Background: an optimization exercise with open tools, aiming at small area. Do not read the settings as production practice.
Only simulation tests tie the RTL to the original design; equivalence was not proved.
Power figures rest on the tool's default switching activity, not on a simulated workload.

==> branch sierra <==
==> flow/design.v <==
module clk10hz (
  input clk_in,
  input rst,
  output tick
);
reg [14:0] s;
wire m = (s & 15'd29679) == 15'd8196;
assign tick = m & (s[10] == 1'b0);
wire wrap = m & (s[10] == 1'b1);
wire fb = ~(s[6] ^ s[14] ^ 1'b0);
always @(posedge clk_in)
  if (rst | wrap) s <= 15'd548;
  else            s <= {~s[13:0], fb};
endmodule
module dual_port_ram (
    input [4:0] address_A,
    output [7:0] data_out_A
);
  reg [7:0] mem[0:16];
  assign data_out_A = mem[address_A];
  initial begin
    $readmemh("file.mem", mem);
  end
endmodule
module tone #(
  parameter W = 16,
  parameter A = 0,
  parameter C = 1'b0,
  parameter [W-1:0] KM = 0,
  parameter [W-1:0] KV = 0
) (
  input clk,
  input rst,
  input on,
  output reg out
);
  reg [W-1:0] s;
  wire term = (s & KM) == KV;
  wire fb = ~(s[A] ^ s[W-1] ^ C);
  always @(posedge clk) begin
    if (rst | ~on | term) s <= {W{1'b0}};
    else                  s <= {~s[W-2:0], fb};
    if (rst)              out <= 1'b0;
    else if (on & term)   out <= ~out;
  end
endmodule
module gen_freq (
  input clk,
  input rst,
  input [6:0] gen,
  output [6:0] sounds
);
  tone #(.W(16), .A(6), .C(1'b0), .KM(16'd63423), .KV(16'd42679)) t_C (.clk(clk), .rst(rst), .on(~gen[0]), .out(sounds[0]));    
  tone #(.W(16), .A(2), .C(1'b0), .KM(16'd62463), .KV(16'd45284)) t_D (.clk(clk), .rst(rst), .on(~gen[1]), .out(sounds[1]));    
  tone #(.W(16), .A(2), .C(1'b0), .KM(16'd63481), .KV(16'd337)) t_E (.clk(clk), .rst(rst), .on(~gen[2]), .out(sounds[2]));    
  tone #(.W(16), .A(6), .C(1'b0), .KM(16'd63989), .KV(16'd51440)) t_F (.clk(clk), .rst(rst), .on(~gen[3]), .out(sounds[3]));    
  tone #(.W(15), .A(3), .C(1'b0), .KM(15'd32759), .KV(15'd8373)) t_G (.clk(clk), .rst(rst), .on(~gen[4]), .out(sounds[4]));    
  tone #(.W(15), .A(6), .C(1'b0), .KM(15'd27647), .KV(15'd25293)) t_A (.clk(clk), .rst(rst), .on(~gen[5]), .out(sounds[5]));    
  tone #(.W(15), .A(0), .C(1'b0), .KM(15'd28662), .KV(15'd1364)) t_B (.clk(clk), .rst(rst), .on(~gen[6]), .out(sounds[6]));    
endmodule
module top (
    input clk,
    input rst,      
    input btn,      
    output [7:0] leds,
    output [7:0] sounds,
    input [7:0] btn_in
);
  wire tick;
  clk10hz clock (
      .clk_in(clk),
      .rst   (rst),
      .tick  (tick)
  );
  localparam [4:0] IDLE0 = 5'd31;
  localparam [4:0] IDLE1 = 5'd17;
  reg btn_prev;
  reg [4:0] st;
  wire btn_falling_edge = btn_prev & ~btn;
  always @(posedge clk) begin
    if (rst) begin
      btn_prev <= 1'b1;
      st <= IDLE0;
    end else if (tick) begin
      btn_prev <= btn;
      if (st == IDLE0) begin
        if (btn_falling_edge) st <= 5'd0;
      end else if (st == IDLE1) begin
        if (btn_falling_edge) st <= IDLE0;
      end else if (st == 5'd16) begin
        st <= IDLE1;
      end else begin
        st <= st + 5'd1;
      end
    end
  end
  wire playing = (st >= 5'd1) && (st <= 5'd16);
  wire [7:0] mem_data;
  dual_port_ram ram0 (
      .address_A(st - 5'd1),
      .data_out_A(mem_data)
  );
  wire [7:0] data_out = playing ? mem_data : 8'd0;
  wire [7:0] gen_in = btn_in & ~data_out;
  assign leds = gen_in;
  assign sounds[7] = 1'b0;
  gen_freq gen_freq (
      .clk(clk),
      .rst(rst),
      .gen(gen_in[6:0]),
      .sounds(sounds[6:0])
  );
endmodule
==> flow/file.mem <==
00 
40 20 01 02 10 01 20 08 02 10 04 02 02 01 10
00
==> flow/flow/run.sh <==
#!/bin/bash
# Layout flow: the standard flow (standard.sh) with three changes in how
# the layout is made:
#  - synthesis maps with an area-only ABC script (flow/abc_area.script), with
#    no ABC buffering or upsizing; the registers are those of the standard
#    synthesis (the script only changes the combinational mapping);
#  - CTS builds the clock tree from clkbuf_4 cells and adds no dummy loads;
#  - port buffers are buf_1 cells.
# Each tool's output goes to the ORFS logs under orfs/logs; make's own output
# goes to flow_make.log here.
set -euo pipefail
WORK=$(pwd)
rm -rf "$WORK/scripts_abc"
cp -r "$FLOW_HOME/scripts" "$WORK/scripts_abc"
cp "$WORK/flow/abc_area.script" "$WORK/scripts_abc/abc_area.script"
export SCRIPTS_DIR="$WORK/scripts_abc"
export CTS_ARGS="-sink_clustering_enable -repair_clock_nets -dont_use_dummy_load -buf_list sky130_fd_sc_hd__clkbuf_4"
export BUFFER_PORTS_ARGS="-buffer_cell sky130_fd_sc_hd__buf_1"
bash standard.sh finish > "$WORK/flow_make.log" 2>&1
==> flow/flow/abc_area.script <==
strash
dch -f
amap
==> flow/standard.sh <==
#!/bin/bash
# synth_recipe.tcl (not shown) runs the flow's synth.tcl, then flattens the netlist and writes it again
# the make line also repeats each setting of config.mk as NAME=value (left out here)
make -C /OpenROAD-flow-scripts/flow DESIGN_CONFIG=/design/flow/config.mk WORK_HOME=/design/flow/orfs CLKGATE_MAP_FILE= SYNTH_SCRIPT=/design/flow/synth_recipe.tcl "${@:-finish}"
==> flow/config.mk <==
export PLATFORM = sky130hd
export DESIGN_NAME = top
export DESIGN_NICKNAME = top
export VERILOG_FILES = /design/flow/design.v
export SDC_FILE = /design/flow/constraint.sdc
export NUM_CORES = 4
export LEC_CHECK = 0
export ABC_AREA = 1
export CAP_MARGIN = 20
export CORE_MARGIN = 2
export CORE_UTILIZATION = 40
export SLEW_MARGIN = 20
==> flow/constraint.sdc <==
create_clock -name core_clock -period 40.0 [get_ports {clk}]
set_input_delay 8.0000 -clock core_clock [delete_from_list [all_inputs] [get_ports {clk}]]
set_output_delay 8.0000 -clock core_clock [all_outputs]
set_load 0.01 [all_outputs]
==> inputs of branch pepper, as changes to branch sierra <==
CORE_UTILIZATION = 65   (was 40)
==> comparison table <==
Power per standard cell area: branch pepper 46.7 nW/um^2; branch sierra 46.0 nW/um^2
Delay of the slowest critical-path stage: branch pepper 0.23 ns; branch sierra 0.19 ns
Crit path setup slack, layout: branch pepper 23.49 ns; branch sierra 23.57 ns
Switching power: branch pepper 0.0467 mW; branch sierra 0.0468 mW
Worst min-delay path endpoint: branch pepper gen_freq.t_A.s[11]; branch sierra gen_freq.t_E.s[2]
Total wirelength of the detailed-routed design: branch pepper 7070 um; branch sierra 7110 um
Core Region: branch pepper 6390 um^2; branch sierra 10400 um^2
Wire length on met1: branch pepper 3490 um; branch sierra 3580 um
IR Drop Worst-Case VDD: branch pepper 0.0373 mV; branch sierra 0.0237 mV
Proportion of power drawn by the clock network: branch pepper 26.9%; branch sierra 27.1%
Share of final layout cell area taken by non-clock buffers: branch pepper 2.06%; branch sierra 2.03%
Number of global-route vias before repair: branch pepper 2721; branch sierra 2699
Status: branch pepper complete, no violations; branch sierra complete, no violations
Filler cell count in the final layout: branch pepper 494; branch sierra 1041
Maximum clock skew at final layout: branch pepper 0.0413 ns; branch sierra 0.0571 ns

## re-timing with driven ports
No port has a modelled driver above. Below, the same layouts with a new extraction and two added sets of constraints. Step 1, drivers: a clkbuf_16 drives clk and a buf_2 each remaining input, both assumed. Step 2 times the ports against the registers' clock, not the clock port: input delays grow and output delays shrink by t, the midpoint of the rising clock arrivals with the driver on. a / b / c = ideal ports / drivers / drivers and shift; a / b = the first two.
run	shift t [ns]	setup slack, ns	worst hold slack (ns)
branch sierra	0.497	23.571 / 23.549 / 23.549	0.360 / 0.360 / 0.360
branch pepper	0.505	23.494 / 23.472 / 23.472	0.365 / 0.365 / 0.365
After both steps setup and hold are still met in every run listed.
